This is an optimization exercise on Yosys and OpenROAD, whose aim is small area, not a production implementation. Function was checked by simulation only, so behaviour that the tests miss may differ from the original. No activity file was given, so power comes from the tool's default toggle rates.

==> flow/design.v (outline; a module is shown in full before it is edited, if it fits) <==
// module muladd: 13 lines
// module sid_dac: 61 lines
// module sid_control: 128 lines
// module sid_waveform: 356 lines
// module sid_envelope: 141 lines
// module sid_pot: 44 lines
// module sid_voice: 81 lines
// module sid_filter: 228 lines
// module sid_api: 220 lines
module sid_api (
    input  logic        clk,
    input  logic        rst,
    input  logic [4:0]  bus_addr,
    input  logic [7:0]  bus_data,
    input  logic        bus_phi2,
    input  logic        bus_r_w_n,
    input  logic        bus_res,
    input  logic        cs_n,
    input  logic        cs_io1_n,
    input  logic        cs_a8,
    input  logic        cs_a5,
    output logic [7:0]  data_o,
    input  logic [1:0]  pot_charged,
    output logic        pot_discharge,
    input  logic [47:0] audio_i,
    output logic [47:0] audio_o,
    input  logic        sid1_model,
    input  logic        sid2_model,
    input  logic [2:0]  sid2_addr
);
  // ...
==> flow/sid_filter_tanh.hex <==
0000
001c
0038
0055
0071
008d
00a9
00c6
00e2
00fe
011a
0136
0153
016f
018b
01a7
01c3
01e0
01fc
0218
0234
0250
026c
0288
02a5
02c1
02dd
02f9
0315
0331
034d
0369
0385
03a1
03bd
03d9
03f5
0411
042d
0449
0465
0480
049c
04b8
04d4
04f0
050b
0527
0543
055f
057a
0596
05b2
05cd
05e9
0604
0620
063b
0657
0672
068e
06a9
06c5
06e0
06fb
0717
0732
074d
0768
0783
079f
07ba
07d5
07f0
080b
0826
0841
085c
0877
0892
08ac
08c7
08e2
08fd
0917
0932
094d
0967
0982
099c
09b7
09d1
09eb
0a06
0a20
0a3a
0a55
0a6f
0a89
0aa3
0abd
0ad7
0af1
0b0b
0b25
0b3f
0b59
0b73
0b8c
0ba6
0bc0
0bd9
0bf3
0c0c
0c26
0c3f
0c58
0c72
0c8b
0ca4
0cbe
0cd7
0cf0
0d09
0d22
0d3b
0d54
0d6c
0d85
0d9e
0db7
0dcf
0de8
0e00
0e19
0e31
0e4a
0e62
0e7a
0e93
0eab
0ec3
0edb
0ef3
0f0b
0f23
0f3b
0f53
0f6a
0f82
0f9a
0fb1
0fc9
0fe0
0ff8
100f
1027
103e
1055
106c
1083
109a
10b1
10c8
10df
10f6
110d
1123
113a
1151
1167
117e
1194
11aa
11c1
11d7
11ed
1203
1219
122f
1245
125b
1271
1287
129c
12b2
12c8
12dd
12f3
1308
131d
1333
1348
135d
1372
1387
139c
13b1
13c6
13db
13ef
1404
1419
142d
1442
1456
146b
147f
1493
14a7
14bb
14d0
14e4
14f7
150b
151f
1533
1547
155a
156e
1581
1595
15a8
15bb
15cf
15e2
15f5
1608
161b
162e
1641
1654
1666
1679
168c
169e
16b1
16c3
16d6
16e8
16fa
170d
171f
1731
1743
1755
1767
1778
178a
179c
17ae
17bf
17d1
17e2
17f4
1805
1816
1827
1838
184a
185b
186c
187c
188d
189e
18af
18c0
18d0
18e1
18f1
1902
1912
1922
1932
1943
1953
1963
1973
1983
1993
19a2
19b2
19c2
19d1
19e1
19f1
1a00
1a0f
1a1f
1a2e
1a3d
1a4c
1a5c
1a6b
1a7a
1a89
1a97
1aa6
1ab5
1ac4
1ad2
1ae1
1aef
1afe
1b0c
1b1b
1b29
1b37
1b45
1b53
1b61
1b6f
1b7d
1b8b
1b99
1ba7
1bb5
1bc2
1bd0
1bdd
1beb
1bf8
1c06
1c13
1c20
1c2e
1c3b
1c48
1c55
1c62
1c6f
1c7c
1c89
1c95
1ca2
1caf
1cbb
1cc8
1cd4
1ce1
1ced
1cfa
1d06
1d12
1d1e
1d2b
1d37
1d43
1d4f
1d5b
1d67
1d72
1d7e
1d8a
1d96
1da1
1dad
1db8
1dc4
1dcf
1ddb
1de6
1df1
1dfc
1e08
1e13
1e1e
1e29
1e34
1e3f
1e4a
1e54
1e5f
1e6a
1e75
1e7f
1e8a
1e94
1e9f
1ea9
1eb4
1ebe
1ec8
1ed3
1edd
1ee7
1ef1
1efb
1f05
1f0f
1f19
1f23
1f2d
1f37
1f40
1f4a
1f54
1f5d
1f67
1f71
1f7a
1f83
1f8d
1f96
1fa0
1fa9
1fb2
1fbb
1fc4
1fcd
1fd6
1fdf
1fe8
1ff1
1ffa
2003
200c
2015
201d
2026
202f
2037
2040
2048
2051
2059
2062
206a
2072
207b
2083
208b
2093
209b
20a3
20ab
20b3
20bb
20c3
20cb
20d3
20db
20e2
20ea
20f2
20fa
2101
2109
2110
2118
211f
2127
212e
2135
213d
2144
214b
2153
215a
2161
2168
216f
2176
217d
2184
218b
2192
2199
21a0
21a6
21ad
21b4
21bb
21c1
21c8
21ce
21d5
21dc
21e2
21e9
21ef
21f5
21fc
2202
2208
220f
2215
221b
2221
2227
222e
2234
223a
2240
2246
224c
2252
2258
225d
2263
2269
226f
2275
227a
2280
2286
228b
2291
2297
229c
22a2
22a7
22ad
22b2
22b7
22bd
22c2
22c8
22cd
22d2
22d7
22dd
22e2
22e7
22ec
22f1
22f6
22fb
2300
2305
230a
230f
2314
2319
231e
2323
2328
232d
2331
2336
233b
2340
2344
2349
234e
2352
2357
235b
2360
2364
2369
236d
2372
2376
237b
237f
2383
2388
238c
2390
2394
2399
239d
23a1
23a5
23a9
23ae
23b2
23b6
23ba
23be
23c2
23c6
23ca
23ce
23d2
23d6
23da
23dd
23e1
23e5
23e9
23ed
23f1
23f4
23f8
23fc
23ff
2403
2407
240a
240e
2412
2415
2419
241c
2420
2423
2427
242a
242e
2431
2435
2438
243b
243f
2442
2445
2449
244c
244f
2452
2456
2459
245c
245f
2462
2466
2469
246c
246f
2472
2475
2478
247b
247e
2481
2484
2487
248a
248d
2490
2493
2496
2498
249b
249e
24a1
24a4
24a7
24a9
24ac
24af
24b2
24b4
24b7
24ba
24bc
24bf
24c2
24c4
24c7
24ca
24cc
24cf
24d1
24d4
24d6
24d9
24db
24de
24e0
24e3
24e5
24e8
24ea
24ed
24ef
24f1
24f4
24f6
24f8
24fb
24fd
24ff
2502
2504
2506
2508
250b
250d
250f
2511
2514
2516
2518
251a
251c
251e
2520
2523
2525
2527
2529
252b
252d
252f
2531
2533
2535
2537
2539
253b
253d
253f
2541
2543
2545
2547
2549
254b
254c
254e
2550
2552
2554
2556
2557
2559
255b
255d
255f
2560
2562
2564
2566
2567
2569
256b
256d
256e
2570
2572
2573
2575
2577
2578
257a
257b
257d
257f
2580
2582
2583
2585
2587
2588
258a
258b
258d
258e
2590
2591
2593
2594
2596
2597
2599
259a
259c
259d
259e
25a0
25a1
25a3
25a4
25a5
25a7
25a8
25aa
25ab
25ac
25ae
25af
25b0
25b2
25b3
25b4
25b5
25b7
25b8
25b9
25bb
25bc
25bd
25be
25c0
25c1
25c2
25c3
25c4
25c6
25c7
25c8
25c9
25ca
25cc
25cd
25ce
25cf
25d0
25d1
25d3
25d4
25d5
25d6
25d7
25d8
25d9
25da
25db
25dc
25de
25df
25e0
25e1
25e2
25e3
25e4
25e5
25e6
25e7
25e8
25e9
25ea
25eb
25ec
25ed
25ee
25ef
25f0
25f1
25f2
25f3
25f4
25f5
25f6
25f6
25f7
25f8
25f9
25fa
25fb
25fc
25fd
25fe
25ff
2600
2600
2601
2602
2603
2604
2605
2606
2606
2607
2608
2609
260a
260b
260b
260c
260d
260e
260f
260f
2610
2611
2612
2613
2613
2614
2615
2616
2616
2617
2618
2619
2619
261a
261b
261b
261c
261d
261e
261e
261f
2620
2620
2621
2622
2622
2623
2624
2625
2625
2626
2627
2627
2628
2628
2629
262a
262a
262b
262c
262c
262d
262e
262e
262f
262f
2630
2631
2631
2632
2632
2633
2634
2634
2635
2635
2636
2636
2637
2638
2638
2639
2639
263a
263a
263b
263b
263c
263d
263d
263e
263e
263f
263f
2640
2640
2641
2641
2642
2642
2643
2643
2644
2644
2645
2645
2646
2646
2647
2647
2648
2648
2649
2649
2649
264a
264a
264b
264b
264c
264c
264d
264d
264e
264e
264e
264f
264f
2650
2650
2651
2651
2651
2652
2652
2653
2653
2653
2654
2654
2655
2655
2655
2656
2656
2657
2657
2657
2658
2658
2658
2659
2659
265a
265a
265a
265b
265b
265b
265c
265c
265d
265d
265d
265e
265e
265e
265f
265f
265f
2660
2660
2660
2661
2661
2661
2662
==> flow/sid_waveform_P_T_6581.hex <==
00 00 00 00 00 00 00 00 00 00 00 00 00 00 00 00
00 00 00 00 00 00 00 00 00 00 00 00 00 00 00 00
00 00 00 00 00 00 00 00 00 00 00 00 00 00 00 00
00 00 00 00 00 00 00 00 00 00 00 00 00 00 00 00
00 00 00 00 00 00 00 00 00 00 00 00 00 00 00 00
00 00 00 00 00 00 00 00 00 00 00 00 00 00 00 00
00 00 00 00 00 00 00 00 00 00 00 00 00 00 00 00
00 00 00 00 00 00 00 00 00 00 00 00 00 00 00 00
00 00 00 00 00 00 00 00 00 00 00 00 00 00 00 00
00 00 00 00 00 00 00 00 00 00 00 00 00 00 00 00
00 00 00 00 00 00 00 00 00 00 00 00 00 00 00 00
00 00 00 00 00 00 00 00 00 00 00 00 00 00 00 00
00 00 00 00 00 00 00 00 00 00 00 00 00 00 00 00
00 00 00 00 00 00 00 00 00 00 00 00 00 00 00 00
00 00 00 00 00 00 00 00 00 00 00 00 00 00 00 00
00 00 00 00 00 00 00 00 00 00 00 00 00 00 00 00
00 00 00 00 00 00 00 00 00 00 00 00 00 00 00 00
00 00 00 00 00 00 00 00 00 00 00 00 00 00 00 00
00 00 00 00 00 00 00 00 00 00 00 00 00 00 00 00
00 00 00 00 00 00 00 00 00 00 00 00 00 00 00 00
00 00 00 00 00 00 00 00 00 00 00 00 00 00 00 00
00 00 00 00 00 00 00 00 00 00 00 00 00 00 00 00
00 00 00 00 00 00 00 00 00 00 00 00 00 00 00 00
00 00 00 00 00 00 00 00 00 00 00 00 00 00 00 00
00 00 00 00 00 00 00 00 00 00 00 00 00 00 00 00
00 00 00 00 00 00 00 00 00 00 00 00 00 00 00 00
00 00 00 00 00 00 00 00 00 00 00 00 00 00 00 00
00 00 00 00 00 00 00 00 00 00 00 00 00 00 00 00
00 00 00 00 00 00 00 00 00 00 00 00 00 00 00 00
00 00 00 00 00 00 00 00 00 00 00 00 00 00 00 00
00 00 00 00 00 00 00 00 00 00 00 00 00 00 00 00
00 00 00 00 00 00 00 00 00 00 00 00 00 20 38 3f
00 00 00 00 00 00 00 00 00 00 00 00 00 00 00 00
00 00 00 00 00 00 00 00 00 00 00 00 00 00 00 00
00 00 00 00 00 00 00 00 00 00 00 00 00 00 00 00
00 00 00 00 00 00 00 00 00 00 00 00 00 00 00 00
00 00 00 00 00 00 00 00 00 00 00 00 00 00 00 00
00 00 00 00 00 00 00 00 00 00 00 00 00 00 00 00
00 00 00 00 00 00 00 00 00 00 00 00 00 00 00 00
00 00 00 00 00 00 00 00 00 00 00 00 00 00 00 00
00 00 00 00 00 00 00 00 00 00 00 00 00 00 00 00
00 00 00 00 00 00 00 00 00 00 00 00 00 00 00 00
00 00 00 00 00 00 00 00 00 00 00 00 00 00 00 00
00 00 00 00 00 00 00 00 00 00 00 00 00 00 00 00
00 00 00 00 00 00 00 00 00 00 00 00 00 00 00 00
00 00 00 00 00 00 00 00 00 00 00 00 00 00 00 00
00 00 00 00 00 00 00 00 00 00 00 00 00 00 00 00
00 00 00 00 00 00 00 00 00 00 00 40 00 40 40 5f
00 00 00 00 00 00 00 00 00 00 00 00 00 00 00 00
00 00 00 00 00 00 00 00 00 00 00 00 00 00 00 00
00 00 00 00 00 00 00 00 00 00 00 00 00 00 00 00
00 00 00 00 00 00 00 00 00 00 00 00 00 00 00 00
00 00 00 00 00 00 00 00 00 00 00 00 00 00 00 00
00 00 00 00 00 00 00 00 00 00 00 00 00 00 00 00
00 00 00 00 00 00 00 00 00 00 00 00 00 00 00 40
00 00 00 00 00 00 00 40 00 00 00 60 00 60 60 6f
00 00 00 00 00 00 00 00 00 00 00 00 00 00 00 00
00 00 00 00 00 00 00 00 00 00 00 00 00 00 00 40
00 00 00 00 00 00 00 00 00 00 00 00 00 00 00 60
00 00 00 00 00 00 00 60 00 00 00 60 00 60 70 77
00 00 00 00 00 00 00 00 00 00 00 00 00 00 00 60
00 00 00 00 00 00 00 60 00 00 00 70 40 70 70 7b
00 00 00 00 00 00 40 70 00 40 40 70 60 70 78 7d
00 40 60 78 60 78 78 7e 70 7c 7c 7f 7e 7f 7f 7f
00 00 00 00 00 00 00 00 00 00 00 00 00 00 00 00
00 00 00 00 00 00 00 00 00 00 00 00 00 00 00 00
00 00 00 00 00 00 00 00 00 00 00 00 00 00 00 00
00 00 00 00 00 00 00 00 00 00 00 00 00 00 00 00
00 00 00 00 00 00 00 00 00 00 00 00 00 00 00 00
00 00 00 00 00 00 00 00 00 00 00 00 00 00 00 00
00 00 00 00 00 00 00 00 00 00 00 00 00 00 00 00
00 00 00 00 00 00 00 00 00 00 00 00 00 00 00 80
00 00 00 00 00 00 00 00 00 00 00 00 00 00 00 00
00 00 00 00 00 00 00 00 00 00 00 00 00 00 00 00
00 00 00 00 00 00 00 00 00 00 00 00 00 00 00 00
00 00 00 00 00 00 00 00 00 00 00 00 00 00 00 80
00 00 00 00 00 00 00 00 00 00 00 00 00 00 00 00
00 00 00 00 00 00 00 00 00 00 00 00 00 00 00 80
00 00 00 00 00 00 00 00 00 00 00 00 00 00 00 80
00 00 00 00 00 00 00 80 00 00 00 80 80 80 80 9f
00 00 00 00 00 00 00 00 00 00 00 00 00 00 00 00
00 00 00 00 00 00 00 00 00 00 00 00 00 00 00 00
00 00 00 00 00 00 00 00 00 00 00 00 00 00 00 00
00 00 00 00 00 00 00 00 00 00 00 00 00 00 00 80
00 00 00 00 00 00 00 00 00 00 00 00 00 00 00 00
00 00 00 00 00 00 00 00 00 00 00 00 00 00 00 80
00 00 00 00 00 00 00 00 00 00 00 00 00 00 00 80
00 00 00 00 00 00 00 80 00 80 80 80 80 a0 a0 af
00 00 00 00 00 00 00 00 00 00 00 00 00 00 00 00
00 00 00 00 00 00 00 00 00 00 00 00 00 00 00 80
00 00 00 00 00 00 00 00 00 00 00 00 00 80 80 80
00 00 00 80 00 80 80 a0 00 80 80 a0 80 a0 b0 b7
00 00 00 00 00 00 00 80 00 00 00 80 00 80 80 a0
00 00 00 80 00 80 80 a0 00 80 80 a0 80 b0 b0 bb
00 00 00 80 80 80 80 b0 80 80 80 b0 80 b0 b8 bd
80 80 80 b8 a0 b8 b8 be a0 b8 bc bf be bf bf bf
00 00 00 00 00 00 00 00 00 00 00 00 00 00 00 00
00 00 00 00 00 00 00 00 00 00 00 00 00 00 00 00
00 00 00 00 00 00 00 00 00 00 00 00 00 00 00 00
00 00 00 00 00 00 00 00 00 00 00 00 00 00 00 c0
00 00 00 00 00 00 00 00 00 00 00 00 00 00 00 00
00 00 00 00 00 00 00 00 00 00 00 00 00 80 80 c0
00 00 00 00 00 00 00 00 00 00 00 80 00 80 80 c0
00 00 00 80 00 80 80 c0 00 80 80 c0 c0 c0 c0 cf
00 00 00 00 00 00 00 00 00 00 00 00 00 00 00 80
00 00 00 00 00 00 00 80 00 00 00 80 00 80 80 c0
00 00 00 00 00 00 00 80 00 00 00 80 00 80 80 c0
00 00 00 80 00 80 c0 c0 80 c0 c0 c0 c0 c0 d0 d7
00 00 00 00 00 00 00 80 00 00 00 80 80 80 c0 c0
00 80 80 c0 80 c0 c0 c0 80 c0 c0 c0 c0 d0 d0 db
00 80 80 c0 80 c0 c0 d0 80 c0 c0 d0 c0 d0 d8 dd
c0 c0 c0 d0 c0 d8 d8 de c0 d8 dc df dc df df df
00 00 00 00 00 00 00 00 00 00 00 00 00 00 00 80
00 00 00 00 00 00 00 80 00 00 00 80 80 c0 c0 e0
00 00 00 00 00 00 00 80 00 80 80 c0 80 c0 c0 e0
00 80 80 c0 80 c0 c0 e0 80 c0 c0 e0 c0 e0 e0 e7
00 00 00 80 00 80 80 c0 00 80 80 c0 80 c0 c0 e0
00 80 80 c0 80 c0 c0 e0 c0 c0 c0 e0 e0 e0 e0 eb
80 80 c0 c0 c0 c0 c0 e0 c0 e0 e0 e0 e0 e0 e0 ed
c0 e0 e0 e0 e0 e8 e8 ee e0 e8 ec ef ec ef ef ef
00 00 00 80 80 80 80 c0 80 80 c0 c0 c0 c0 c0 f0
80 c0 c0 c0 c0 e0 e0 f0 c0 e0 e0 f0 e0 f0 f0 f3
80 c0 c0 e0 c0 e0 e0 f0 c0 e0 e0 f0 e0 f0 f0 f5
e0 e0 e0 f0 f0 f0 f0 f6 f0 f0 f4 f7 f4 f7 f7 f7
c0 c0 c0 e0 e0 e0 e0 f0 e0 e0 e0 f8 f0 f8 f8 f9
e0 f0 f0 f8 f0 f8 f8 fa f0 f8 f8 fb f8 fb fb fb
e0 f0 f0 f8 f0 f8 fc fc f8 fc fc fd fc fd fd fd
f8 fc fe fe fe fe fe fe fe ff ff ff ff ff ff ff
==> flow/sid_waveform_P_T_8580.hex <==
00 00 00 00 00 00 00 00 00 00 00 00 00 00 00 00
00 00 00 00 00 00 00 00 00 00 00 00 00 00 00 00
00 00 00 00 00 00 00 00 00 00 00 00 00 00 00 00
00 00 00 00 00 00 00 00 00 00 00 00 00 00 00 00
00 00 00 00 00 00 00 00 00 00 00 00 00 00 00 00
00 00 00 00 00 00 00 00 00 00 00 00 00 00 00 00
00 00 00 00 00 00 00 00 00 00 00 00 00 00 00 00
00 00 00 00 00 00 00 00 00 00 00 00 00 00 00 00
00 00 00 00 00 00 00 00 00 00 00 00 00 00 00 00
00 00 00 00 00 00 00 00 00 00 00 00 00 00 00 00
00 00 00 00 00 00 00 00 00 00 00 00 00 00 00 00
00 00 00 00 00 00 00 00 00 00 00 00 00 00 00 00
00 00 00 00 00 00 00 00 00 00 00 00 00 00 00 00
00 00 00 00 00 00 00 00 00 00 00 00 00 00 00 00
00 00 00 00 00 00 00 00 00 00 00 00 00 00 00 00
00 00 00 00 00 00 00 00 00 00 00 00 00 00 00 07
00 00 00 00 00 00 00 00 00 00 00 00 00 00 00 00
00 00 00 00 00 00 00 00 00 00 00 00 00 00 00 00
00 00 00 00 00 00 00 00 00 00 00 00 00 00 00 00
00 00 00 00 00 00 00 00 00 00 00 00 00 00 00 00
00 00 00 00 00 00 00 00 00 00 00 00 00 00 00 00
00 00 00 00 00 00 00 00 00 00 00 00 00 00 00 00
00 00 00 00 00 00 00 00 00 00 00 00 00 00 00 00
00 00 00 00 00 00 00 00 00 00 00 00 00 00 00 00
00 00 00 00 00 00 00 00 00 00 00 00 00 00 00 00
00 00 00 00 00 00 00 00 00 00 00 00 00 00 00 00
00 00 00 00 00 00 00 00 00 00 00 00 00 00 00 00
00 00 00 00 00 00 00 00 00 00 00 00 00 00 00 00
00 00 00 00 00 00 00 00 00 00 00 00 00 00 00 00
00 00 00 00 00 00 00 00 00 00 00 00 00 00 00 00
00 00 00 00 00 00 00 00 00 00 00 00 00 00 00 00
00 00 00 00 00 00 00 00 00 00 00 1c 00 3c 3f 3f
00 00 00 00 00 00 00 00 00 00 00 00 00 00 00 00
00 00 00 00 00 00 00 00 00 00 00 00 00 00 00 00
00 00 00 00 00 00 00 00 00 00 00 00 00 00 00 00
00 00 00 00 00 00 00 00 00 00 00 00 00 00 00 00
00 00 00 00 00 00 00 00 00 00 00 00 00 00 00 00
00 00 00 00 00 00 00 00 00 00 00 00 00 00 00 00
00 00 00 00 00 00 00 00 00 00 00 00 00 00 00 00
00 00 00 00 00 00 00 00 00 00 00 00 00 00 00 00
00 00 00 00 00 00 00 00 00 00 00 00 00 00 00 00
00 00 00 00 00 00 00 00 00 00 00 00 00 00 00 00
00 00 00 00 00 00 00 00 00 00 00 00 00 00 00 00
00 00 00 00 00 00 00 00 00 00 00 00 00 00 00 00
00 00 00 00 00 00 00 00 00 00 00 00 00 00 00 00
00 00 00 00 00 00 00 00 00 00 00 00 00 00 00 00
00 00 00 00 00 00 00 00 00 00 00 00 00 00 00 00
00 00 00 00 00 00 00 00 00 00 00 00 00 0c 5e 5f
00 00 00 00 00 00 00 00 00 00 00 00 00 00 00 00
00 00 00 00 00 00 00 00 00 00 00 00 00 00 00 00
00 00 00 00 00 00 00 00 00 00 00 00 00 00 00 00
00 00 00 00 00 00 00 00 00 00 00 00 00 00 00 00
00 00 00 00 00 00 00 00 00 00 00 00 00 00 00 00
00 00 00 00 00 00 00 00 00 00 00 00 00 00 00 00
00 00 00 00 00 00 00 00 00 00 00 00 00 00 00 00
00 00 00 00 00 00 00 40 00 00 00 40 40 60 60 6f
00 00 00 00 00 00 00 00 00 00 00 00 00 00 00 00
00 00 00 00 00 00 00 00 00 00 00 00 00 00 00 40
00 00 00 00 00 00 00 00 00 00 00 00 00 00 40 40
00 00 00 40 40 40 40 60 40 40 60 60 60 60 70 77
00 00 00 00 00 40 40 40 40 40 40 40 40 60 60 60
40 40 40 60 60 60 60 70 60 60 60 70 70 70 78 7b
60 60 60 70 60 70 70 70 70 70 70 78 78 78 78 7c
78 78 78 7c 78 7c 7c 7e 7c 7e 7e 7f 7f 7f 7f 7f
00 00 00 00 00 00 00 00 00 00 00 00 00 00 00 00
00 00 00 00 00 00 00 00 00 00 00 00 00 00 00 00
00 00 00 00 00 00 00 00 00 00 00 00 00 00 00 00
00 00 00 00 00 00 00 00 00 00 00 00 00 00 00 00
00 00 00 00 00 00 00 00 00 00 00 00 00 00 00 00
00 00 00 00 00 00 00 00 00 00 00 00 00 00 00 00
00 00 00 00 00 00 00 00 00 00 00 00 00 00 00 00
00 00 00 00 00 00 00 00 00 00 00 00 00 00 00 80
00 00 00 00 00 00 00 00 00 00 00 00 00 00 00 00
00 00 00 00 00 00 00 00 00 00 00 00 00 00 00 00
00 00 00 00 00 00 00 00 00 00 00 00 00 00 00 00
00 00 00 00 00 00 00 00 00 00 00 00 00 80 80 80
00 00 00 00 00 00 00 00 00 00 00 00 00 00 00 80
00 00 00 00 00 00 00 80 00 00 80 80 80 80 80 80
00 00 00 80 80 80 80 80 80 80 80 80 80 80 80 80
80 80 80 80 80 80 80 80 80 80 80 80 80 80 8e 9f
00 00 00 00 00 00 00 00 00 00 00 00 00 00 00 00
00 00 00 00 00 00 00 00 00 00 00 00 00 00 00 80
00 00 00 00 00 00 00 00 00 00 00 80 00 80 80 80
00 00 80 80 80 80 80 80 80 80 80 80 80 80 80 80
00 00 00 80 00 80 80 80 80 80 80 80 80 80 80 80
80 80 80 80 80 80 80 80 80 80 80 80 80 80 80 80
80 80 80 80 80 80 80 80 80 80 80 80 80 80 80 80
80 80 80 80 80 80 80 80 80 80 80 80 80 80 80 af
80 80 80 80 80 80 80 80 80 80 80 80 80 80 80 80
80 80 80 80 80 80 80 80 80 80 80 80 80 80 80 80
80 80 80 80 80 80 80 80 80 80 80 80 80 80 80 80
80 80 80 80 80 80 80 80 80 80 80 a0 a0 a0 a0 b7
80 80 80 80 80 80 80 80 80 80 80 80 80 80 80 a0
80 80 80 80 80 80 a0 a0 a0 a0 a0 b0 a0 b0 b0 bb
a0 a0 a0 a0 a0 a0 b0 b0 a0 b0 b0 b8 b0 b8 b8 bc
b0 b8 b8 b8 b8 bc bc be bc bc be bf be bf bf bf
80 80 80 80 80 80 80 80 80 80 80 80 80 80 80 80
80 80 80 80 80 80 80 80 80 80 80 80 80 80 80 80
80 80 80 80 80 80 80 80 80 80 80 80 80 80 80 80
80 80 80 80 80 80 80 80 80 80 80 80 80 80 c0 c0
80 80 80 80 80 80 80 80 80 80 80 80 80 80 80 80
80 80 80 80 80 80 80 c0 80 80 c0 c0 c0 c0 c0 c0
80 80 80 c0 80 c0 c0 c0 c0 c0 c0 c0 c0 c0 c0 c0
c0 c0 c0 c0 c0 c0 c0 c0 c0 c0 c0 c0 c0 c0 c0 cf
80 80 80 80 80 80 c0 c0 c0 80 c0 c0 c0 c0 c0 c0
c0 c0 c0 c0 c0 c0 c0 c0 c0 c0 c0 c0 c0 c0 c0 c0
c0 c0 c0 c0 c0 c0 c0 c0 c0 c0 c0 c0 c0 c0 c0 c0
c0 c0 c0 c0 c0 c0 c0 c0 c0 c0 c0 c0 c0 c0 c0 d7
c0 c0 c0 c0 c0 c0 c0 c0 c0 c0 c0 c0 c0 c0 c0 c0
c0 c0 c0 c0 c0 c0 c0 c0 c0 c0 c0 c0 c0 d0 d0 d9
c0 c0 c0 c0 c0 c0 c0 d0 c0 d0 d0 d0 d0 d8 d8 dc
d0 d0 d8 d8 d8 dc dc de dc dc de df de df df df
c0 c0 c0 c0 c0 c0 c0 c0 c0 c0 c0 c0 c0 c0 c0 c0
c0 c0 c0 c0 c0 c0 c0 c0 c0 c0 c0 e0 c0 e0 e0 e0
c0 c0 c0 c0 c0 c0 c0 e0 c0 c0 e0 e0 e0 e0 e0 e0
e0 e0 e0 e0 e0 e0 e0 e0 e0 e0 e0 e0 e0 e0 e0 e7
e0 e0 e0 e0 e0 e0 e0 e0 e0 e0 e0 e0 e0 e0 e0 e0
e0 e0 e0 e0 e0 e0 e0 e0 e0 e0 e0 e0 e0 e0 e0 e8
e0 e0 e0 e0 e0 e0 e0 e0 e0 e0 e0 e0 e0 e0 e8 ec
e0 e0 e0 e8 e8 e8 ec ee ec ec ec ee ee ef ef ef
e0 e0 e0 e0 e0 e0 e0 e0 e0 e0 e0 e0 e0 f0 f0 f0
e0 e0 f0 f0 f0 f0 f0 f0 f0 f0 f0 f0 f0 f0 f0 f0
f0 f0 f0 f0 f0 f0 f0 f0 f0 f0 f0 f0 f0 f0 f0 f4
f0 f0 f0 f0 f0 f0 f0 f4 f0 f4 f4 f6 f6 f7 f7 f7
f0 f0 f0 f8 f0 f8 f8 f8 f8 f8 f8 f8 f8 f8 f8 f8
f8 f8 f8 f8 f8 f8 f8 f8 f8 f8 f8 fa fa fb fb fb
f8 fc fc fc fc fc fc fc fc fc fc fc fc fd fd fd
fe fe fe fe fe fe fe fe ff ff ff ff ff ff ff ff
==> flow/run.sh <==
#!/bin/bash
# synth_recipe.tcl (not shown) runs the flow's synth.tcl, then flattens the netlist and writes it again
# the make line also repeats each setting of config.mk as NAME=value (left out here)
make -C /OpenROAD-flow-scripts/flow DESIGN_CONFIG=/design/flow/config.mk WORK_HOME=/design/flow/orfs CLKGATE_MAP_FILE= SYNTH_SCRIPT=/design/flow/synth_recipe.tcl finish
==> flow/config.mk <==
export PLATFORM = sky130hd
export DESIGN_NAME = sid_api
export DESIGN_NICKNAME = sid_api
export VERILOG_FILES = /design/flow/design.v
export SDC_FILE = /design/flow/constraint.sdc
export NUM_CORES = 4
export LEC_CHECK = 0
export CAP_MARGIN = 20
export CORE_MARGIN = 2
export CORE_UTILIZATION = 40
export SLEW_MARGIN = 20
export SYNTH_MEMORY_MAX_BITS = 65536
==> flow/constraint.sdc <==
create_clock -name core_clock -period 18.0 [get_ports {clk}]
set_input_delay 3.6000 -clock core_clock [delete_from_list [all_inputs] [get_ports {clk}]]
set_output_delay 3.6000 -clock core_clock [all_outputs]
set_load 0.01 [all_outputs]
Not shown: flow/sid_waveform_PS__6581.hex, flow/sid_waveform_PS__8580.hex
==> metrics.csv, run 1 <==
metric,value,unit
result of the run,"complete, no violations",
power share of the sequential group,46.8,%
Clk network pwr share,46.1,%
met1 wire length,169000,um
dpl cell area,0.122,sq mm
routed len/inst,20.2,um
mux contribution to synthesized area,2.37,%
min-delay worst type,reg2reg,
port buffer count,121,
Max Used Layer,met5,
initial antenna violation count,16,
Comb power frac,7.1,%
sw frac,25.1,%
post-layout min period,16.37,ns
clk slew on worst S/H paths,0.06,ns
cells on worst reg2reg path,59,
setup slack at placement,1.95,ns
"area leader, netlist",dfxtp_1,
Slowest cell on crit path,nor4_1,
share of cells above drive strength 1,5.72,%
RSZ-0062 raised after global routing,false,
Tcrit/Tclk final,90.9,%
critical path startpoint category,flip-flop,
hpwl dp,261000,um
adder-cell area share of the yosys netlist,12.8,%
WL met2,167000,um
CTS Buf Count,214,
met2 Track Usage GR,37.8,%
Hold Startpoint,envelope.e0[41]$_SDFFE_PP0P_,
I/O pins,134,
GRT met1 Usage,34.0,%
CP peak stage delay,0.83,ns
vias in the first global route,99200,
sequential cell power,0.00446,W
cell leakage power,48.1,nW
maximum vdd drop,0.0000801,V
==> module muladd, before the edit <==
module muladd (
    input  logic signed [31:0] c,
    input  logic               s,
    input  logic signed [15:0] a,
    input  logic signed [15:0] b,
    output logic signed [31:0] o
);
    logic signed [31:0] p;
    always_comb begin
        p = a * b;
        o = s ? c - p : c + p;
    end
endmodule
==> module sid_control, before the edit <==
module sid_control #(
    localparam DBUS_VALUE_TTL_MOS6581 = 10'd7,
    localparam DBUS_VALUE_TTL_MOS8580 = 10'd664
)(
    input  logic               clk,
    input  logic               rst,
    input  logic               tick_ms,
    input  sid::cycle_t        voice_cycle,
    input  sid::cycle_t        filter_cycle,
    input  sid::bus_i_t        bus_i,
    input  logic [1:0]         cs,
    input  logic [1:0]         model,
    output sid::freq_pw_t      freq_pw_1,
    output logic [2:0]         test,
    output logic [2:0]         sync,
    output sid::control_t      control_4,
    output sid::envelope_reg_t ereg_5,
    output sid::filter_reg_t   freg_1,
    input  sid::misc_reg_t     mreg,
    output sid::reg8_t         data_o
);
    /*verilator lint_off LITENDIAN*/
    typedef union packed {
        logic [0:6][7:0] bytes;
        sid::voice_reg_t regs;
    } voice_ctrl_t;
    typedef union packed {
        logic [0:3][7:0] bytes;
        sid::filter_reg_t regs;
    } filter_ctrl_t;
    typedef union packed {
        logic [0:3][7:0] bytes;
        sid::misc_reg_t  regs;
    } misc_ctrl_t;
    /*verilator lint_on LITENDIAN*/
    (* nowrshmsk *)
    voice_ctrl_t  v5, v4, v3, v2, v1, v0;
    (* nowrshmsk *)
    filter_ctrl_t f1, f0;
    misc_ctrl_t   m;
    typedef struct packed {
        logic [1:0][7:0] value;
        logic [1:0][9:0] age;
    } dbus_t;
    (* nowrshmsk *)
    dbus_t dbus;
    logic signed [4:0] vaddr_offset;
    always_ff @(posedge clk) begin
        if (rst) begin
            vaddr_offset <= 0;
        end else begin
            if (voice_cycle == 3 || voice_cycle == 6) begin
                vaddr_offset <= 0;
            end else if (voice_cycle >= 1 && voice_cycle <= 2 ||
                         voice_cycle >= 4 && voice_cycle <= 5)
            begin
                vaddr_offset <= vaddr_offset - 7;
            end
        end
    end
    logic cycle_cs;
    logic signed [5:0] vaddr;
    logic signed [5:0] faddr;
    logic signed [5:0] maddr;
    logic r;
    logic w;
    sid::reg8_t r_value;
    always_comb begin
        freq_pw_1 = v0.regs.waveform.freq_pw;
        control_4 = v3.regs.waveform.control;
        ereg_5    = v4.regs.envelope;
        test      = { v2.regs.waveform.control.test, v1.regs.waveform.control.test, v0.regs.waveform.control.test };
        sync      = { v2.regs.waveform.control.sync, v1.regs.waveform.control.sync, v0.regs.waveform.control.sync };
        freg_1    = f1.regs;   
        m.regs    = mreg;
        cycle_cs = cs[voice_cycle[2]];
        vaddr = signed'(6'(bus_i.addr)) + 6'(vaddr_offset);
        faddr = signed'(6'(bus_i.addr)) - 'sh15;
        maddr = signed'(6'(bus_i.addr)) - 'sh19;
        r =  bus_i.phi2 &  bus_i.r_w_n && maddr >= 0 && maddr <= 3;
        w = ~bus_i.phi2 & ~bus_i.r_w_n && voice_cycle >= 1 && voice_cycle <= 6;
        r_value  = m.bytes[maddr[2:0]];
        data_o = |cs && r ? r_value : dbus.value[cs == 2'b10];
    end
    for (genvar i = 0; i < 2; i++) begin : sid
        always_ff @(posedge clk) begin
            if (rst || bus_i.res) begin
                dbus.value[i] <= '0;
                dbus.age[i]   <= '0;
            end else if (cs[i] && (r || w)) begin
                dbus.value[i] <= r ? r_value : bus_i.data;
                dbus.age[i]   <= 0;
            end else if (dbus.age[i] == ((model[i] == sid::MOS6581) ?
                                         DBUS_VALUE_TTL_MOS6581 :
                                         DBUS_VALUE_TTL_MOS8580))
            begin
                dbus.value[i] <= 0;
            end else if (voice_cycle == 1) begin
                dbus.age[i]   <= dbus.age[i] + 10'(tick_ms);
            end
        end
    end
    always_ff @(posedge clk) begin
        if (rst) begin
            { v5, v4, v3, v2, v1, v0 } <= '0;
            { f1, f0 } <= '0;
        end else begin
            if (voice_cycle >= 1 && voice_cycle <= 18) begin
                { v5, v4, v3, v2, v1, v0 } <= { v4, v3, v2, v1, v0, v5 };
                if (bus_i.res) begin
                    v0.bytes <= '0;
                end else if (cycle_cs && w && vaddr >= 0 && vaddr <= 6) begin
                    v0.bytes[vaddr[2:0]] <= bus_i.data;
                end
            end
            if (voice_cycle == 1 || voice_cycle == 4 ||
                filter_cycle == 5 || filter_cycle == 10)
            begin
                { f1, f0 } <= { f0, f1 };
                if (bus_i.res) begin
                    f0.bytes <= '0;
                end else if (cycle_cs && w && faddr >= 0 && faddr <= 3) begin
                    f0.bytes[faddr[2:0]] <= bus_i.data;
                end
            end
        end
    end
endmodule
==> module sid_voice, before the edit <==
module sid_voice #(
    localparam WAVEFORM_DC_6581 = -16'sh380,   
    localparam WAVEFORM_DC_8580 = -16'sh800,   
    localparam VOICE_DC_6581    = 32'('h800*'hff),  
    localparam VOICE_DC_8580    = 32'h0        
)(
    input  logic        clk,
    input  logic               rst,
    input  sid::cycle_t cycle,
    input  logic[1:0]   model,
    input  sid::reg12_t wav,
    input  sid::reg8_t  env,
    output sid::s22_t   dca
);
    logic model_6;
    always_comb begin
        model_6 = model[cycle >= 10];
    end
    sid::reg12_t wav_6581;
    sid::reg12_t wav_8580;
    sid_dac #(
        .BITS (12)
    ) waveform_dac (
        .vin  (wav_8580),
        .vout (wav_6581)
    );
    sid::reg8_t env_6581;
    sid::reg8_t env_8580;
    sid_dac #(
        .BITS (8)
    ) envelope_dac (
        .vin  (env_8580),
        .vout (env_6581)
    );
    always_ff @(posedge clk) begin
        if (rst) begin
            wav_8580 <= 0;
            env_8580 <= 0;
        end else begin
            if (cycle >= 6 && cycle <= 11) begin
                wav_8580 <= wav;
                env_8580 <= env;
            end
        end
    end
    sid::s32_t dca_DC;
    sid::s16_t wav_dac;
    sid::s16_t env_dac;
    /*verilator lint_off UNUSED*/
    sid::s32_t dca_out;
    /*verilator lint_on UNUSED*/
    muladd voice_dca (
        .c (dca_DC),
        .s (1'b0),
        .a (wav_dac),
        .b (env_dac),
        .o (dca_out)
    );
    always_ff @(posedge clk) begin
        if (rst) begin
            dca_DC  <= 0;
            wav_dac <= 0;
            env_dac <= 0;
        end else begin
            if (cycle >= 7 && cycle <= 12) begin
                dca_DC  <= (model_6 == sid::MOS6581) ?
                           VOICE_DC_6581 :
                           VOICE_DC_8580;
                wav_dac <= (model_6 == sid::MOS6581) ?
                           16'(wav_6581) + WAVEFORM_DC_6581 :
                           16'(wav_8580) + WAVEFORM_DC_8580;
                env_dac <= (model_6 == sid::MOS6581) ?
                           16'(env_6581) :
                           16'(env_8580);
            end
        end
    end
    always_comb begin
        dca = dca_out[21:0];
    end
endmodule
==> module sid_filter, before the edit <==
module sid_filter (
    input  logic               clk,
    input  logic               rst,
    input  logic [4:0]         cycle,
    input  logic [31:0]        freg,
    input  logic               cfg_model,
    input  logic [8:0]         cfg_fc_base,
    input  logic signed [10:0] cfg_fc_offset,
    input  logic signed [21:0] voice_i,
    output logic signed [19:0] audio_o
);
    localparam MOS6581 = 1'b0;
    localparam FC_OFFSET_6581 = 12'sh600;
    localparam MIXER_DC_6581 = 24'(-(1 << 20)/18);
    localparam MIXER_DC_8580 = 24'(0);
    logic [7:0] freg_fc_lo, freg_fc_hi;
    logic [3:0] freg_res, freg_filt, freg_mode, freg_vol;
    always_comb begin
        { freg_fc_lo, freg_fc_hi, freg_res, freg_filt, freg_mode, freg_vol } = freg;
    end
    function automatic logic signed [15:0] clamp(logic signed [16:0] x);
        unique case (x[16:15])
          2'b10: clamp = -32768;
          2'b01: clamp =  32767;
          default:
                 clamp =  x[15:0];
        endcase
    endfunction
    function automatic logic signed [10:0] tanh_x_clamp(logic signed [12:0] x);
        tanh_x_clamp = (x < -1023) ? -1023 :
                       (x >  1023) ?  1023 :
                       11'(x);
    endfunction
    function automatic logic [9:0] tanh_x_mirror(logic signed [10:0] x);
        tanh_x_mirror = 10'(x < 0 ? -x : x);
    endfunction
    function automatic logic signed [15:0] tanh_y_mirror(logic x_neg, logic signed [15:0] y);
        tanh_y_mirror = x_neg ? -y : y;
    endfunction
    logic signed [15:0] w0_T_lsl17_8580;
    logic signed [15:0] w0_T_lsl17_6581;
    logic signed [15:0] w0_T_lsl17_6581_base;
    logic signed [15:0] w0_T_lsl17_6581_tanh[1024];
    localparam logic signed [15:0] w0_T_lsl17_6581_y0 = 16'sd9883;
    initial begin
        $readmemh("sid_filter_tanh.hex", w0_T_lsl17_6581_tanh);
    end
    logic [10:0] fc_8580;
    logic [10:0] fc_6581;
    always_comb begin
        fc_8580 = { freg_fc_hi, freg_fc_lo[2:0] };
    end
    sid_dac #(
        .BITS(11)
    ) fc_dac (
        .vin  (fc_8580),
        .vout (fc_6581)
    );
    logic [10:0] _1_Q_lsl10;
    logic [10:0] _1_Q_6581_lsl10;
    logic [10:0] _1_Q_8580_lsl10;
    always_comb begin
        unique case (freg_res)
          4'd0: _1_Q_6581_lsl10 = 11'd1448;
          4'd1: _1_Q_6581_lsl10 = 11'd1324;
          4'd2: _1_Q_6581_lsl10 = 11'd1219;
          4'd3: _1_Q_6581_lsl10 = 11'd1129;
          4'd4: _1_Q_6581_lsl10 = 11'd1052;
          4'd5: _1_Q_6581_lsl10 = 11'd984;
          4'd6: _1_Q_6581_lsl10 = 11'd925;
          4'd7: _1_Q_6581_lsl10 = 11'd872;
          4'd8: _1_Q_6581_lsl10 = 11'd826;
          4'd9: _1_Q_6581_lsl10 = 11'd783;
          4'd10: _1_Q_6581_lsl10 = 11'd745;
          4'd11: _1_Q_6581_lsl10 = 11'd711;
          4'd12: _1_Q_6581_lsl10 = 11'd679;
          4'd13: _1_Q_6581_lsl10 = 11'd651;
          4'd14: _1_Q_6581_lsl10 = 11'd624;
          4'd15: _1_Q_6581_lsl10 = 11'd600;
        endcase
        unique case (freg_res)
          4'd0: _1_Q_8580_lsl10 = 11'd1448;
          4'd1: _1_Q_8580_lsl10 = 11'd1328;
          4'd2: _1_Q_8580_lsl10 = 11'd1218;
          4'd3: _1_Q_8580_lsl10 = 11'd1117;
          4'd4: _1_Q_8580_lsl10 = 11'd1024;
          4'd5: _1_Q_8580_lsl10 = 11'd939;
          4'd6: _1_Q_8580_lsl10 = 11'd861;
          4'd7: _1_Q_8580_lsl10 = 11'd790;
          4'd8: _1_Q_8580_lsl10 = 11'd724;
          4'd9: _1_Q_8580_lsl10 = 11'd664;
          4'd10: _1_Q_8580_lsl10 = 11'd609;
          4'd11: _1_Q_8580_lsl10 = 11'd558;
          4'd12: _1_Q_8580_lsl10 = 11'd512;
          4'd13: _1_Q_8580_lsl10 = 11'd470;
          4'd14: _1_Q_8580_lsl10 = 11'd431;
          4'd15: _1_Q_8580_lsl10 = 11'd395;
        endcase
    end
    logic signed [31:0] o;
    logic signed [31:0] c;
    logic               s;
    logic signed [15:0] a;
    logic signed [15:0] b;
    muladd opamp (
        .c (c),
        .s (s),
        .a (a),
        .b (b),
        .o (o)
    );
    logic signed [15:0] v5, v4, v3, v2, v1, v0;
    logic signed [16:0] dv;
    logic signed [15:0] v_next;
    logic signed [23:0] vd;
    logic signed [23:0] vi;
    logic [3:0]         filt;
    logic signed [23:0] vd1;
    logic [3:0]         vol;
    logic               model;
    logic signed [11:0] fc_offset;
    logic [10:0]        fc_x;
    always_ff @(posedge clk) begin
        if (rst) begin
            vd   <= 0;
            vi   <= 0;
            filt <= 0;
            vd1  <= 0;
        end else begin
            if ((cycle == (1) || cycle == (1) + 5)) begin
                vd   <= 0;
                vi   <= 0;
                filt <= freg_filt;
            end else if (((cycle >= ((2)) && cycle <= ((5))) || (cycle >= ((2) + 5) && cycle <= ((5) + 5)))) begin
                if (~(filt[0] || (freg_mode[3] && (cycle == (4) || cycle == (4) + 5)))) begin
                    vd <= vd + 24'(voice_i);
                end
                if (filt[0]) begin
                    vi <= vi + 24'(voice_i);
                end
                filt <= filt >> 1;
            end
            if ((cycle == (6) || cycle == (6) + 5)) begin
                vd1 <= vd + ((model == MOS6581) ?
                             MIXER_DC_6581 :
                             MIXER_DC_8580);
            end
        end
    end
    logic signed [16:0] vf;
    logic [3:0]         mode;
    always_ff @(posedge clk) begin
        if (rst) begin
            vf   <= 0;
            mode <= 0;
        end else if ((cycle == (4) || cycle == (4) + 5)) begin
            vf   <= 0;
            mode <= freg_mode;
        end else if (((cycle >= ((5)) && cycle <= ((7))) || (cycle >= ((5) + 5) && cycle <= ((7) + 5)))) begin
            if (mode[0]) begin
                vf <= vf + v_next;
            end
            mode <= mode >> 1;
        end
    end
    always_comb begin
        fc_offset = cfg_fc_offset + FC_OFFSET_6581;
        dv = 17'(o >>> 17);
        v_next = clamp((cycle == (7) || cycle == (7) + 5) ? o[10+:17] : 17'(v5) + dv);
        audio_o = o[19:0];
    end
    always_ff @(posedge clk) begin
        if (rst) begin
            { v5, v4, v3, v2, v1, v0 } <= '0;
        end else if (((cycle >= ((5)) && cycle <= ((7))) || (cycle >= ((5) + 5) && cycle <= ((7) + 5)))) begin
            { v5, v4, v3, v2, v1, v0 } <= { v4, v3, v2, v1, v0, v_next };
        end
        if (rst) begin
            w0_T_lsl17_6581_base <= 0;
            fc_x                 <= 0;
        end else if ((cycle == (2) || cycle == (2) + 5)) begin
            w0_T_lsl17_6581_base <= { 10'b0, cfg_fc_base[8:3] };
            fc_x <= tanh_x_clamp(signed'(13'(fc_6581)) - fc_offset);
        end
        if ((cycle == (2) || cycle == (2) + 5)) begin
            w0_T_lsl17_8580 <= { 3'b0, fc_8580, 2'b0 } + { 5'b0, fc_8580 };
            _1_Q_lsl10 <= (cfg_model == MOS6581) ?
                          _1_Q_6581_lsl10 :
                          _1_Q_8580_lsl10;
        end
        if (rst) begin
            model <= MOS6581;
            vol   <= 0;
        end else if ((cycle == (3) || cycle == (3) + 5)) begin
            model <= cfg_model;
            vol   <= freg_vol;
        end
        if ((cycle == (3) || cycle == (3) + 5)) begin
            w0_T_lsl17_6581 <= w0_T_lsl17_6581_tanh[tanh_x_mirror(fc_x)];
        end
        unique0 case (cycle)
          4, 9: begin
              c <= 0;
              s <= 1'b1;
              a <= (model == MOS6581) ?
                   w0_T_lsl17_6581_base + w0_T_lsl17_6581_y0 + tanh_y_mirror(fc_x[10], w0_T_lsl17_6581) :
                   w0_T_lsl17_8580;   
              b <= v4;                
          end
          5, 10: begin
              b <= v3;                
          end
          6, 11: begin
              c <= -(((32'(v0) << 7) + 32'(vi)) << 3);
              s <= 1'b0;
              a <= 16'(_1_Q_lsl10);   
              b <= v_next;            
          end
          8, 13: begin
              c <= 0;
              a <= { 12'b0, vol };          
              b <= clamp(17'(vd1 >>> 7) +   
                         vf);
          end
          default: ;
        endcase
    end
endmodule
==> inputs of run 2 (changes only) <==
--- a/flow/design.v
+++ b/flow/design.v
@@ -129,5 +129,5 @@
     always_comb begin
         p = a * b;
-        o = s ? c - p : c + p;
+        o = c + (p ^ {32{s}}) + {31'b0, s};
     end
 endmodule
@@ -216,22 +216,27 @@
     output sid::reg8_t         data_o
 );
+    typedef struct packed {
+        sid::reg8_t freq_lo;
+        sid::reg8_t freq_hi;
+        sid::reg8_t pw_lo;
+        sid::reg4_t pw_hi;
+        sid::reg8_t ctrl;
+        sid::reg8_t ad;
+        sid::reg8_t sr;
+    } vreg_t;
+    typedef struct packed {
+        logic [2:0] fc_lo;
+        sid::reg8_t fc_hi;
+        sid::reg8_t res_filt;
+        sid::reg8_t mode_vol;
+    } freg_t;
     /*verilator lint_off LITENDIAN*/
     typedef union packed {
-        logic [0:6][7:0] bytes;
-        sid::voice_reg_t regs;
-    } voice_ctrl_t;
-    typedef union packed {
-        logic [0:3][7:0] bytes;
-        sid::filter_reg_t regs;
-    } filter_ctrl_t;
-    typedef union packed {
         logic [0:3][7:0] bytes;
         sid::misc_reg_t  regs;
     } misc_ctrl_t;
     /*verilator lint_on LITENDIAN*/
-    (* nowrshmsk *)
-    voice_ctrl_t  v5, v4, v3, v2, v1, v0;
-    (* nowrshmsk *)
-    filter_ctrl_t f1, f0;
+    vreg_t        v5, v4, v3, v2, v1, v0;
+    freg_t        f1, f0;
     misc_ctrl_t   m;
     typedef struct packed {
@@ -263,10 +268,10 @@
     sid::reg8_t r_value;
     always_comb begin
-        freq_pw_1 = v0.regs.waveform.freq_pw;
-        control_4 = v3.regs.waveform.control;
-        ereg_5    = v4.regs.envelope;
-        test      = { v2.regs.waveform.control.test, v1.regs.waveform.control.test, v0.regs.waveform.control.test };
-        sync      = { v2.regs.waveform.control.sync, v1.regs.waveform.control.sync, v0.regs.waveform.control.sync };
-        freg_1    = f1.regs;   
+        freq_pw_1 = { v0.freq_lo, v0.freq_hi, v0.pw_lo, 4'b0, v0.pw_hi };
+        control_4 = v3.ctrl[7:1];
+        ereg_5    = { v4.ctrl[0], v4.ad, v4.sr };
+        test      = { v2.ctrl[3], v1.ctrl[3], v0.ctrl[3] };
+        sync      = { v2.ctrl[1], v1.ctrl[1], v0.ctrl[1] };
+        freg_1    = { 5'b0, f1.fc_lo, f1.fc_hi, f1.res_filt, f1.mode_vol };   
         m.regs    = mreg;
         cycle_cs = cs[voice_cycle[2]];
@@ -305,7 +310,16 @@
                 { v5, v4, v3, v2, v1, v0 } <= { v4, v3, v2, v1, v0, v5 };
                 if (bus_i.res) begin
-                    v0.bytes <= '0;
+                    v0 <= '0;
                 end else if (cycle_cs && w && vaddr >= 0 && vaddr <= 6) begin
-                    v0.bytes[vaddr[2:0]] <= bus_i.data;
+                    unique case (vaddr[2:0])
+                      3'd0: v0.freq_lo <= bus_i.data;
+                      3'd1: v0.freq_hi <= bus_i.data;
+                      3'd2: v0.pw_lo   <= bus_i.data;
+                      3'd3: v0.pw_hi   <= bus_i.data[3:0];
+                      3'd4: v0.ctrl    <= bus_i.data;
+                      3'd5: v0.ad      <= bus_i.data;
+                      3'd6: v0.sr      <= bus_i.data;
+                      default: ;
+                    endcase
                 end
             end
@@ -315,7 +329,12 @@
                 { f1, f0 } <= { f0, f1 };
                 if (bus_i.res) begin
-                    f0.bytes <= '0;
+                    f0 <= '0;
                 end else if (cycle_cs && w && faddr >= 0 && faddr <= 3) begin
-                    f0.bytes[faddr[2:0]] <= bus_i.data;
+                    unique case (faddr[1:0])
+                      2'd0: f0.fc_lo    <= bus_i.data[2:0];
+                      2'd1: f0.fc_hi    <= bus_i.data;
+                      2'd2: f0.res_filt <= bus_i.data;
+                      2'd3: f0.mode_vol <= bus_i.data;
+                    endcase
                 end
             end
@@ -585,9 +604,9 @@
     end
     sid::reg8_t pst;   
-    sid::reg8_t ps__6581;
-    sid::reg8_t ps__8580;
-    sid::reg8_t p_t_6581;
-    sid::reg8_t p_t_8580;
+    sid::reg8_t ps_;
+    sid::reg8_t p_t;
     sid::reg8_t _st;
+    sid::reg12_t saw_tri_6581;
+    sid::reg12_t saw_tri_8580;
     sid::reg8_t sid_waveform_PS__6581[4096];
     sid::reg8_t sid_waveform_PS__8580[4096];
@@ -596,23 +615,19 @@
     always_ff @(posedge clk) begin
         if (rst) begin
-            pst       <= 0;
-            ps__6581  <= 0;
-            ps__8580  <= 0;
-            p_t_6581  <= 0;
-            p_t_8580  <= 0;
-            _st       <= 0;
             saw_tri_5 <= 0;
         end else begin
             if (cycle >= 5 && cycle <= 16) begin
-                pst       <= sid_waveform_PST(model_4, saw_tri);
-                ps__6581  <= sid_waveform_PS__6581[saw_tri];
-                ps__8580  <= sid_waveform_PS__8580[saw_tri];
-                p_t_6581  <= sid_waveform_P_T_6581[saw_tri[10:0]];
-                p_t_8580  <= sid_waveform_P_T_8580[saw_tri[10:0]];
-                _st       <= sid_waveform__ST(model_4, saw_tri);
                 saw_tri_5 <= saw_tri;
             end
         end
     end
+    always_comb begin
+        pst = sid_waveform_PST(model_5, saw_tri_5);
+        saw_tri_6581 = (model_5 == sid::MOS6581) ? saw_tri_5 : 12'b0;
+        saw_tri_8580 = (model_5 == sid::MOS8580) ? saw_tri_5 : 12'b0;
+        ps_ = sid_waveform_PS__6581[saw_tri_6581] | sid_waveform_PS__8580[saw_tri_8580];
+        p_t = sid_waveform_P_T_6581[saw_tri_6581[10:0]] | sid_waveform_P_T_8580[saw_tri_8580[10:0]];
+        _st = sid_waveform__ST(model_5, saw_tri_5);
+    end
     sid::reg8_t noise_mask;
     sid::reg8_t noise_lsl_mask;
@@ -620,6 +635,6 @@
         unique case (waveform_5[2:0])
           'b111: wav = { pst & { 8{pulse[3]} }, 4'b0 };
-          'b110: wav = { ((model_5 == sid::MOS6581) ? ps__6581 : ps__8580) & { 8{pulse[3]} }, 4'b0 };
-          'b101: wav = { ((model_5 == sid::MOS6581) ? p_t_6581 : p_t_8580) & { 8{pulse[3]} }, 4'b0 };
+          'b110: wav = { ps_ & { 8{pulse[3]} }, 4'b0 };
+          'b101: wav = { p_t & { 8{pulse[3]} }, 4'b0 };
           'b100: wav = { 12{pulse[3]} };
           'b011: wav = { _st, 4'b0 };
@@ -913,17 +928,7 @@
         end
     end
-    sid::s32_t dca_DC;
-    sid::s16_t wav_dac;
-    sid::s16_t env_dac;
-    /*verilator lint_off UNUSED*/
-    sid::s32_t dca_out;
-    /*verilator lint_on UNUSED*/
-    muladd voice_dca (
-        .c (dca_DC),
-        .s (1'b0),
-        .a (wav_dac),
-        .b (env_dac),
-        .o (dca_out)
-    );
+    logic               dca_DC;    
+    logic signed [12:0] wav_dac;   
+    sid::reg8_t         env_dac;
     always_ff @(posedge clk) begin
         if (rst) begin
@@ -933,18 +938,17 @@
         end else begin
             if (cycle >= 7 && cycle <= 12) begin
-                dca_DC  <= (model_6 == sid::MOS6581) ?
-                           VOICE_DC_6581 :
-                           VOICE_DC_8580;
+                dca_DC  <= (model_6 == sid::MOS6581);
                 wav_dac <= (model_6 == sid::MOS6581) ?
-                           16'(wav_6581) + WAVEFORM_DC_6581 :
-                           16'(wav_8580) + WAVEFORM_DC_8580;
+                           13'(wav_6581) + 13'(WAVEFORM_DC_6581) :
+                           13'(wav_8580) + 13'(WAVEFORM_DC_8580);
                 env_dac <= (model_6 == sid::MOS6581) ?
-                           16'(env_6581) :
-                           16'(env_8580);
+                           env_6581 :
+                           env_8580;
             end
         end
     end
     always_comb begin
-        dca = dca_out[21:0];
+        dca = 22'(wav_dac * signed'({ 1'b0, env_dac })) +
+              (dca_DC ? 22'(VOICE_DC_6581) : 22'(VOICE_DC_8580));
     end
 endmodule
@@ -989,7 +993,8 @@
         tanh_y_mirror = x_neg ? -y : y;
     endfunction
-    logic signed [15:0] w0_T_lsl17_8580;
-    logic signed [15:0] w0_T_lsl17_6581;
-    logic signed [15:0] w0_T_lsl17_6581_base;
+    logic [14:0] w0_T_lsl17;
+    logic [15:0] w0_T_lsl17_6581;
+    logic [15:0] w0_T_lsl17_6581_tab;
+    logic [15:0] w0_T_lsl17_8580;
     logic signed [15:0] w0_T_lsl17_6581_tanh[1024];
     localparam logic signed [15:0] w0_T_lsl17_6581_y0 = 16'sd9883;
@@ -999,11 +1004,9 @@
     logic [10:0] fc_8580;
     logic [10:0] fc_6581;
-    always_comb begin
-        fc_8580 = { freg_fc_hi, freg_fc_lo[2:0] };
-    end
+    logic [10:0] fc;
     sid_dac #(
         .BITS(11)
     ) fc_dac (
-        .vin  (fc_8580),
+        .vin  (fc),
         .vout (fc_6581)
     );
@@ -1052,10 +1055,10 @@
     logic signed [31:0] c;
     logic               s;
-    logic signed [15:0] a;
+    logic        [14:0] a;   
     logic signed [15:0] b;
     muladd opamp (
         .c (c),
         .s (s),
-        .a (a),
+        .a ({ 1'b0, a }),
         .b (b),
         .o (o)
@@ -1071,5 +1074,5 @@
     logic               model;
     logic signed [11:0] fc_offset;
-    logic [10:0]        fc_x;
+    logic signed [10:0] fc_x;
     always_ff @(posedge clk) begin
         if (rst) begin
@@ -1117,4 +1120,8 @@
     always_comb begin
         fc_offset = cfg_fc_offset + FC_OFFSET_6581;
+        fc_x = tanh_x_clamp(signed'(13'(fc_6581)) - fc_offset);
+        w0_T_lsl17_6581_tab = w0_T_lsl17_6581_tanh[tanh_x_mirror(fc_x)];
+        w0_T_lsl17_6581 = { 10'b0, cfg_fc_base[8:3] } + w0_T_lsl17_6581_y0 + tanh_y_mirror(fc_x[10], w0_T_lsl17_6581_tab);
+        w0_T_lsl17_8580 = { 3'b0, fc, 2'b0 } + { 5'b0, fc };
         dv = 17'(o >>> 17);
         v_next = clamp((cycle == (7) || cycle == (7) + 5) ? o[10+:17] : 17'(v5) + dv);
@@ -1127,13 +1134,6 @@
             { v5, v4, v3, v2, v1, v0 } <= { v4, v3, v2, v1, v0, v_next };
         end
-        if (rst) begin
-            w0_T_lsl17_6581_base <= 0;
-            fc_x                 <= 0;
-        end else if ((cycle == (2) || cycle == (2) + 5)) begin
-            w0_T_lsl17_6581_base <= { 10'b0, cfg_fc_base[8:3] };
-            fc_x <= tanh_x_clamp(signed'(13'(fc_6581)) - fc_offset);
-        end
         if ((cycle == (2) || cycle == (2) + 5)) begin
-            w0_T_lsl17_8580 <= { 3'b0, fc_8580, 2'b0 } + { 5'b0, fc_8580 };
+            fc        <= { freg_fc_hi, freg_fc_lo[2:0] };
             _1_Q_lsl10 <= (cfg_model == MOS6581) ?
                           _1_Q_6581_lsl10 :
@@ -1148,5 +1148,5 @@
         end
         if ((cycle == (3) || cycle == (3) + 5)) begin
-            w0_T_lsl17_6581 <= w0_T_lsl17_6581_tanh[tanh_x_mirror(fc_x)];
+            w0_T_lsl17 <= 15'((cfg_model == MOS6581) ? w0_T_lsl17_6581 : w0_T_lsl17_8580);
         end
         unique0 case (cycle)
@@ -1154,7 +1154,5 @@
               c <= 0;
               s <= 1'b1;
-              a <= (model == MOS6581) ?
-                   w0_T_lsl17_6581_base + w0_T_lsl17_6581_y0 + tanh_y_mirror(fc_x[10], w0_T_lsl17_6581) :
-                   w0_T_lsl17_8580;   
+              a <= w0_T_lsl17;        
               b <= v4;                
           end
@@ -1165,10 +1163,10 @@
               c <= -(((32'(v0) << 7) + 32'(vi)) << 3);
               s <= 1'b0;
-              a <= 16'(_1_Q_lsl10);   
+              a <= 15'(_1_Q_lsl10);   
               b <= v_next;            
           end
           8, 13: begin
               c <= 0;
-              a <= { 12'b0, vol };          
+              a <= { 11'b0, vol };          
               b <= clamp(17'(vd1 >>> 7) +   
                          vf);
--- a/flow/config.mk
+++ b/flow/config.mk
@@ -6,7 +6,8 @@
 export NUM_CORES = 4
 export LEC_CHECK = 0
+export ABC_AREA = 1
 export CAP_MARGIN = 20
 export CORE_MARGIN = 2
-export CORE_UTILIZATION = 40
+export CORE_UTILIZATION = 55
 export SLEW_MARGIN = 20
 export SYNTH_MEMORY_MAX_BITS = 65536
==> run 2 against run 1 <==
Largest power group is now combinational logic. Synthesized cell count up 5.1%. Critical endpoint unchanged. Non-clock buffer count down 86. Critical path depth up 16. Highest routed layer is now met4. Still clean on timing, DRC and antenna. Final area down 6.0%. Clock power down 6.6%.
==> metrics.csv, run 2 <==
metric,value,unit,change
result of the run,"complete, no violations",,unchanged
clock buffer depth,3,,was 4
post-synthesis sequential area ratio,34.6,%,was 34.1%
Tcrit/Tclk final,78.7,%,was 90.9%
Worst slew margin,20.9,%,was 18.1%
"count leader, synth",nand2_1,,unchanged
Core Area,0.204,sq mm,was 0.294 sq mm
WP data arrival,14.91,ns,was 17.15 ns
Tightest Pin Transition,1.19,ns,was 1.23 ns
area share of the largest cell type after synthesis,32.0,%,was 31.5%
CP Capture Type,flip-flop,,unchanged
Slowest cell on crit path,edfxtp_1,,was nor4_1
"Req. time, crit path",18.74,ns,was 18.78 ns
ANT nets after route,0,,unchanged
"Slew Viols, Final",0,,unchanged
cells on worst reg2reg path,75,,was 59
critical path startpoint category,flip-flop,,unchanged
cell area after synthesis,0.113,sq mm,was 0.118 sq mm
maximum vdd drop,0.000148,V,was 0.0000801 V
#FFs+latches synth,1901,,was 1965
"EDFF count, synth",98,,was 101
die height,457,um,was 548 um
cell leakage power,56.1,nW,was 48.1 nW
CP peak stage delay,0.88,ns,was 0.83 ns
die area,0.209,sq mm,was 0.300 sq mm
largest net degree at the start of global routing,264,,was 187
worst-path fanout max,16,,was 20
Synth top cells by count,"nand2_1 (2825), nor2_1 (2641), o21ai_0 (1897)",,"was nand2_1 (3572), a21oi_1 (2057), dfxtp_1 (1864)"
Util after Layout,59.6,%,was 44.0%
R2R Path Start,filter.a[8]$_DFFE_PP_,,was filter.a[5]$_DFFE_PP_
R2R Path End,filter.vf[16]$_SDFFE_PP0P_,,unchanged
I/O pins,134,,unchanged
clk slew on worst S/H paths,0.07,ns,was 0.06 ns
hpwl dp,252000,um,was 261000 um
routed via count,106000,,was 107000
Routed WL,358000,um,was 381000 um
MaxCap Viol Count,0,,unchanged
drt drc,0,,unchanged
Layout area overhead,7.92,%,was 9.45%
GPL Wtd Cong,0.994,,was 1.02
TritonCTS clock tree,yes,,unchanged
most frequent cells in the layout,"nand2_1 (2820), nor2_1 (2627), o21ai_0 (1894)",,"was nand2_1 (3569), a21oi_1 (2051), dfxtp_1 (1863)"
first-pass GRT wire length,561000,um,was 591000 um
# hold bufs at CTS,0,,unchanged
ys flop type,dfxtp_1,,unchanged
"commonest non-fill, non-tap cell in the layout",nand2_1,,unchanged
Synth area leaders,"dfxtp_1 (32%), nand2_1 (9.4%), nor2_1 (8.8%), o21ai_0 (8.4%), fa_1 (6.1%)",,"was dfxtp_1 (32%), nand2_1 (11%), a21oi_1 (8.7%), fa_1 (7.2%), ha_1 (5.5%)"
endpoints failing setup,0,,unchanged
share of cells above drive strength 1,4.20,%,was 5.72%
Worst-Skew Late Latency,0.90,ns,was 0.88 ns
Power Density,122,mW/mm^2,was 73.5 mW/mm^2
routed len/inst,19.4,um,was 20.2 um
Die X,457,um,was 548 um
Hold Startpoint,filter._1_Q_8580_lsl10[10]$_SDFF_PP0_,,was envelope.e0[41]$_SDFFE_PP0P_
PnR worst setup slack,3.83,ns,was 1.63 ns
port buffer count,121,,unchanged
H-tree Lvls,4,,unchanged
vias in the first global route,100000,,was 99200
setup slack at placement,3.89,ns,was 1.95 ns
Final Hold Violating Endpoints,0,,unchanged
cts repair resizes,0,,unchanged
Iteration-0 DRC Markers,10500,,was 11300
cells after synthesis,16100,,was 15300
WS Path Type,reg2reg,,unchanged
share of async-settable or async-resettable flops after synthesis,0,%,unchanged
min-delay worst type,reg2reg,,unchanged
Via-to-Cell Ratio,5.76,,was 5.66
CTS Sinks,1901,,was 1965
r2r setup slk,3.83,ns,was 1.63 ns
"area leader, netlist",dfxtp_1,,unchanged
Synth cell types,76,,was 120
final net count,16600,,was 15800
Initial Util,55.3,%,was 40.2%
Worst Setup SP,filter.a[8]$_DFFE_PP_,,was filter.a[5]$_DFFE_PP_
CTS Buf Count,192,,was 214
Pre-antenna DRT Iters,9,,was 7
fmax,70.6,MHz,was 61.1 MHz
RSZ-0062 raised after global routing,false,,unchanged
synth warn,14,,unchanged
Mapped Avg Cell Area,7.02,sq um,was 7.74 sq um
All-Layer GR Usage,33.3,%,was 24.5%
post-layout min period,14.17,ns,was 16.37 ns
number of cell rows,166,,was 199
total negative slack,0,ns,unchanged
initial antenna violation count,6,,was 16
max reg flops,174,,unchanged
Biggest register,waveform.wav_prev,,unchanged
Worst Hold Path EP,filter._1_Q_lsl10[10]$_DFFE_PP_,,was envelope.e1[41]$_SDFFE_PP0P_
Hold Path Stages,0,,was 2
Root Driver,clkbuf_16,,unchanged
worst clock skew,0.0866,ns,was 0.0902 ns
grt ovf,0,,unchanged
post-CTS setup buffer count,0,,unchanged
## run 2: cell count changes after synthesis, sizes merged, moves of 180 or more
cell,delta
nand3,+430
xnor2,-221
nor2,+1603
a21oi,-872
inv,+1043
and2,-228
o21ai,+1367
clkbuf,-180
nand2,-706
## run 2: kinds of logic (layout without fill, tap and decap cells)
group           after synthesis  in the layout  synth area share [%]
compound gates             3845           3845                  18.7
xor+xnor                    312            312                  2.44
fa+ha+maj                   878            878                  12.0
buf+inv                    2670           2388                  9.11
flops                      1901           1901                  34.6
mux                           1              1               0.00998
other cells                   1             10               0.00332
simple gates               6471           6471                  23.1
## run 2: final cells by class
type | count | area, sq um
Antenna cell | 2 | 5.00
Clock buffer | 269 | 5580
Clock inverter | 87 | 1040
Fill cell | 19100 | 82400
Inverter | 1771 | 6690
Multi-Input combinational cell | 11500 | 63700
Sequential cell | 1901 | 39000
Tap cell | 2688 | 3360
Timing Repair Buffer | 261 | 2320
## run 2: per-stage QoR
step,area (sq um),hold WS (ns),cells,total power [W]
3_5_place_dp,115000,0.396,18100,0.0106
5_1_grt,122000,0.428,18500,0.0157
2_1_floorplan,113000,0.386,16100,0.00900
3_3_place_gp,115000,0.390,18100,0.0105
4_1_cts,122000,0.410,18500,0.0147
6_report,122000,0.414,18500,0.0149
## run 2: how the worst max path moves through the flow
stage / end / slack [ns] / cells after the start
floorplan: filter.vf[16]$_SDFFE_PP0P_ / 6.08 / 78
global placement: filter.vf[16]$_SDFFE_PP0P_ / 3.93 / 77
detailed placement: filter.vf[16]$_SDFFE_PP0P_ / 3.89 / 77
CTS: filter.vf[16]$_SDFFE_PP0P_ / 3.89 / 77
global route: filter.vf[16]$_SDFFE_PP0P_ / 2.50 / 76
finish: filter.vf[16]$_SDFFE_PP0P_ / 3.83 / 75
## run 2: metal layers
metal	up-vias	GRT usage [%]	share of wire (%)
met2	4033	53.3	45
met3	900	4.77	7.2
met1	50000	43.8	42
li1	51500	-	-
met5	-	0	0
met4	0	17.1	5.5
## run 2: critical path: cells and delay by family (launching register included)
| family | cells | cell delay [ns] |
|---|---|---|
| buffers and inverters | 13 | 1.16 |
| adders and majority gates | 13 | 5.47 |
| xor gates and xnor gates | 3 | 0.60 |
| DFF | 1 | 0.88 |
| AOI/OAI and AO/OA | 21 | 3.57 |
| and+or+nand+nor | 25 | 2.41 |
## run 2: power breakdown
group	total, W	switching [W]	internal (W)
Clock	0.00409	0.00178	0.00232
Combinational	0.00565	0.00414	0.00151
Sequential	0.00511	0.000305	0.00480

==> separate check: timing with driven ports <==
The results above use ideal ports. As a check the final layouts listed here were re-extracted and re-timed, cells and wires unchanged.
Step 1, drivers: a clkbuf_16 drives clk and a buf_2 each remaining input, both assumed.
Step 2 also shifts input and output timing later by t, the mid clock arrival at the registers, as if the neighbouring blocks saw the same clock.
Three values: ideal, step 1, step 2; two values: the first two.
run | t (ns) | slack for setup (ns) | clock arrival spread, ns | slew at the worst register clock pin (ns)
run 1 | 0.936 | 1.629 / 1.629 / 1.629 | 0.098 / 0.098 | 0.08 / 0.08
run 2 | 0.941 | 3.826 / 3.826 / 3.826 | 0.105 / 0.106 | 0.07 / 0.07
After both steps every run listed still meets setup and hold.
